From an optimization exercise on the open Yosys and OpenROAD flow, aimed at small area and a short achievable clock period; shortcuts taken in it are not production practice. No driver is modelled on the clock port, so clock power and skew are understated where the tree is cut down; a real chip needs a root buffer or a tree.

== JK ==
Design adc_display, start of the top module:
module adc_display(
    input         clk,
    input         ready,
    input  [15:0] data,
    output [15:0] LED,
    output [3:0]  dig0,
    output [3:0]  dig1,
    output [3:0]  dig2,
    output [3:0]  dig3,
    output [3:0]  dig4,
    output [3:0]  dig5,
    output [3:0]  dig6
);
    wire       full;
    wire [3:0] d5, d4;
    wire [9:0] x2;
    frac_digits_hi conv_hi(.c(data[15:4]), .full(full), .d5(d5), .d4(d4), .x2(x2));
    reg        full_q;
    reg [3:0]  d5_q, d4_q;
    reg [9:0]  x2_q;
    reg [3:0]  level;
    always @(posedge clk) begin
        full_q <= full;
        d5_q   <= d5;
        d4_q   <= d4;
        x2_q   <= x2;
        if (ready) level <= data[15:12];
    end
    led_bar bar(.level(level), .LED(LED));
    frac_digits_lo conv_lo(.x2(x2_q), .d3(dig3), .d2(dig2), .d1(dig1), .d0(dig0));
    assign dig4 = d4_q;
    assign dig5 = d5_q;
    assign dig6 = {3'b000, full_q};
endmodule
export LEC_CHECK = 0
export CAP_MARGIN = 20
export CORE_MARGIN = 2
export CORE_UTILIZATION = 40
export SLEW_MARGIN = 20
export SYNTH_HIERARCHICAL = 1
create_clock -name core_clock -period 25.0 [get_ports {clk}]
standard.sh (not shown) runs the stock make flow with config.mk's settings and CLKGATE_MAP_FILE= SYNTH_SCRIPT=/design/flow/synth_recipe.tcl, a recipe that flattens the netlist after the stock synthesis.
==> flow/flow/run.sh <==
#!/bin/bash
# The standard layout, with two changes to how it is built:
# - the port buffers are the smallest plain buffer (buf_1) instead of the delay
#   buffer that buffer_ports picks on its own;
# - clock tree synthesis inserts no dummy load cells and clusters all the
#   flip-flops under one buffer.
set -euo pipefail
export BUFFER_PORTS_ARGS="-buffer_cell sky130_fd_sc_hd__buf_1"
export CTS_ARGS="-sink_clustering_enable -repair_clock_nets -dont_use_dummy_load -sink_clustering_size 30 -sink_clustering_max_diameter 200"
export SETUP_SLACK_MARGIN=15.6
bash standard.sh finish > standard.log 2>&1
Relative to JK, the following input files were edited for MS:
==> flow/flow/run.sh <==
#!/bin/bash
# The standard layout, with three changes to how it is built:
# - the port buffers are the smallest plain buffer (buf_1) instead of the delay
#   buffer that buffer_ports picks on its own;
# - clock tree synthesis inserts no dummy load cells;
# - after clock tree synthesis, one root buffer drives every flip-flop
#   (flow/cts_hook.tcl), in place of a root and two leaf buffers.
set -euo pipefail
export BUFFER_PORTS_ARGS="-buffer_cell sky130_fd_sc_hd__buf_1"
export CTS_ARGS="-sink_clustering_enable -repair_clock_nets -dont_use_dummy_load"
export POST_CTS_TCL="$(pwd)/flow/cts_hook.tcl"
export CLOCK_ROOT_CELL=sky130_fd_sc_hd__clkbuf_16
bash standard.sh finish > standard.log 2>&1
==> flow/flow/cts_hook.tcl (new file) <==
# After clock tree synthesis: the design has few flip-flops, so drive all of
# them from the root clock buffer (upsized so their clock slew stays low) and
# remove the leaf buffers of the tree.
set block [ord::get_db_block]
set root [$block findInst clkbuf_0_clk]
set rootnet [[$root findITerm X] getNet]
foreach it [$rootnet getITerms] {
  set inst [$it getInst]
  if {$inst eq $root} { continue }
  if {![string match "*clkbuf*" [[$inst getMaster] getName]]} { continue }
  set leafnet [[$inst findITerm X] getNet]
  foreach sink [$leafnet getITerms] {
    if {[$sink getInst] eq $inst} { continue }
    $sink disconnect
    $sink connect $rootnet
  }
  puts "clock hook: removed [$inst getName]"
  odb::dbInst_destroy $inst
  odb::dbNet_destroy $leafnet
}
$root swapMaster [[ord::get_db] findMaster $::env(CLOCK_ROOT_CELL)]
puts "clock hook: root [$root getName] is [[$root getMaster] getName], driving [llength [$rootnet getITerms]] pins"
detailed_placement
estimate_parasitics -placement
report_clock_skew
==> comparison <==
From JK to MS the numbers moved as follows: area growth from synthesis to final layout now smaller, worst hold slack now larger, number of clock buffers in the layout now smaller.
Input-level comparison between AL and MS:
==> flow/flow/run.sh <==
#!/bin/bash
# The standard layout, with two changes to how it is built:
# - the port buffers are the smallest plain buffer (buf_1) instead of the delay
#   buffer that buffer_ports picks on its own;
# - clock tree synthesis inserts no dummy load cells and clusters all the
#   flip-flops under one buffer.
set -euo pipefail
export BUFFER_PORTS_ARGS="-buffer_cell sky130_fd_sc_hd__buf_1"
export CTS_ARGS="-sink_clustering_enable -repair_clock_nets -dont_use_dummy_load -sink_clustering_size 30 -sink_clustering_max_diameter 200"
bash standard.sh finish > standard.log 2>&1
removed: flow/flow/cts_hook.tcl
[summary]
In the reports for AL and MS, the larger global-route usage belongs to MS. Cell count went up slightly going from MS to AL. Between AL and MS, the difference in placed standard-cell area is negligible.
No run of this note included a check of the RTL's function; only the layout flow was run.


adc_display, a different RTL version from the one above (not shown whole).
For scale: about 130 cells after synthesis, roughly 23 flip-flops, roughly 62 I/O pins, ~1700 um2 of cells after synthesis.
export LEC_CHECK = 0
export CAP_MARGIN = 20
export CORE_MARGIN = 2
export CORE_UTILIZATION = 40
export SLEW_MARGIN = 20
export SYNTH_HIERARCHICAL = 1
create_clock -name core_clock -period 25.0 [get_ports {clk}]
==> flow/flow/run.sh <==
#!/bin/bash
# The standard layout, with three changes to how it is built:
# - the port buffers are the smallest plain buffer (buf_1) instead of the delay
#   buffer that buffer_ports picks on its own;
# - clock tree synthesis inserts no dummy load cells;
# - after clock tree synthesis, one root buffer drives every flip-flop
#   (flow/cts_hook.tcl), in place of a root and two leaf buffers.
set -euo pipefail
export BUFFER_PORTS_ARGS="-buffer_cell sky130_fd_sc_hd__buf_1"
export CTS_ARGS="-sink_clustering_enable -repair_clock_nets -dont_use_dummy_load"
export POST_CTS_TCL="$(pwd)/flow/cts_hook.tcl"
export CLOCK_ROOT_CELL=sky130_fd_sc_hd__clkbuf_16
export SETUP_SLACK_MARGIN=15.45
export SETUP_MOVE_SEQUENCE=sizeup,swap
bash standard.sh finish > standard.log 2>&1
==> flow/flow/cts_hook.tcl <==
# After clock tree synthesis: the design has few flip-flops, so drive all of
# them from the root clock buffer (upsized so their clock slew stays low) and
# remove the leaf buffers of the tree.
set block [ord::get_db_block]
set root [$block findInst clkbuf_0_clk]
set rootnet [[$root findITerm X] getNet]
foreach it [$rootnet getITerms] {
  set inst [$it getInst]
  if {$inst eq $root} { continue }
  if {![string match "*clkbuf*" [[$inst getMaster] getName]]} { continue }
  set leafnet [[$inst findITerm X] getNet]
  foreach sink [$leafnet getITerms] {
    if {[$sink getInst] eq $inst} { continue }
    $sink disconnect
    $sink connect $rootnet
  }
  puts "clock hook: removed [$inst getName]"
  odb::dbInst_destroy $inst
  odb::dbNet_destroy $leafnet
}
$root swapMaster [[ord::get_db] findMaster $::env(CLOCK_ROOT_CELL)]
puts "clock hook: root [$root getName] is [[$root getMaster] getName], driving [llength [$rootnet getITerms]] pins"
detailed_placement
estimate_parasitics -placement
report_clock_skew
Then changed:
--- a/flow/flow/run.sh
+++ b/flow/flow/run.sh
@@ -13,2 +12,0 @@
-export SETUP_SLACK_MARGIN=15.45
-export SETUP_MOVE_SEQUENCE=sizeup,swap
What happened: Hold slack improves by 34 ps. Via count is lower by 0.37%. Critical path depth does not change. Fmax is lower by 3.1%. Global-route usage stays flat. First-iteration DRC count is higher by 47%. Final area is lower by about 4.4%. Setup slack degrades by 300 ps. Die area does not change. Area after synthesis stays the same.
No functional check of the RTL was part of any run of this note.


== north ==
Another version of the RTL of adc_display (not shown whole).
Size in the first run: ~330 cells after synthesis, about 26 flip-flops.
Settings: LEC_CHECK=0, CAP_MARGIN=20, CORE_MARGIN=2, CORE_UTILIZATION=40, SLEW_MARGIN=20; clock period 25.0 ns.
==> flow/flow/run.sh <==
#!/bin/bash
# The standard layout, with the port buffers made of the smallest plain buffer
# (buf_1) instead of the delay buffer that buffer_ports picks on its own.
set -euo pipefail
export BUFFER_PORTS_ARGS="-buffer_cell sky130_fd_sc_hd__buf_1"
bash standard.sh finish > standard.log 2>&1
Setup changes, north to south
==> flow/run.sh (new file) <==
#!/bin/bash
# synth_recipe.tcl (not shown) runs the flow's synth.tcl, then flattens the netlist and writes it again
# the make line also repeats each setting of config.mk as NAME=value (left out here)
make -C /OpenROAD-flow-scripts/flow DESIGN_CONFIG=/design/flow/config.mk WORK_HOME=/design/flow/orfs CLKGATE_MAP_FILE= SYNTH_SCRIPT=/design/flow/synth_recipe.tcl finish
removed: flow/flow/run.sh
removed: flow/standard.sh
Notes after the runs:
- From north to south the numbers moved as follows: all-layer global routing usage went up 0.35 points, worst setup slack decreased by 0.28 ns relative to the old numbers, routed length on met2 went down about 1.5%, wire length of the first global-routing pass +about 3%.
No functional check of the RTL was part of any run of this note.

## port drivers added, routing unchanged
In the flow no input, the clock included, has a driving cell. The finished layouts below were timed again as built, in two steps. Step 1, drivers: a clkbuf_16 drives clk and a buf_2 each remaining input, both assumed. Step 2, shift: input delay + t, output delay - t, t = (earliest + latest rising clock arrival at the registers) / 2. This alone moves slack from input paths to output paths. a / b / c = ideal / step 1 / step 2; a / b = the first two.
run | t (ns) | setup WS [ns] | hold WS [ns] | clock arrival spread, ns | worst data-port slew with drivers (ns)
JK | 0.278 | 15.640 / 15.614 / 15.459 | 4.994 / 4.993 / 5.272 | 0.016 / 0.017 | 0.03
MS | 0.178 | 15.250 / 15.220 / 15.328 | 5.152 / 5.144 / 5.323 | 0.001 / 0.001 | 0.03
AL | 0.278 | 15.143 / 15.117 / 15.332 | 5.044 / 5.043 / 5.321 | 0.016 / 0.016 | 0.03
the first run of note 2 | 0.175 | 15.600 / 15.572 / 15.443 | 5.118 / 5.112 / 5.287 | 0.003 / 0.004 | 0.04
the second run of note 2 | 0.174 | 15.303 / 15.276 / 15.308 | 5.152 / 5.146 / 5.321 | 0.004 / 0.003 | 0.04
north | 0.288 | 16.228 / 16.230 / 15.942 | 5.043 / 5.042 / 5.331 | 0.009 / 0.009 | 0.03
south | 0.287 | 15.947 / 15.948 / 15.661 | 5.423 / 5.423 / 5.710 | 0.010 / 0.010 | 0.04
After both steps setup and hold are still met in every run listed.
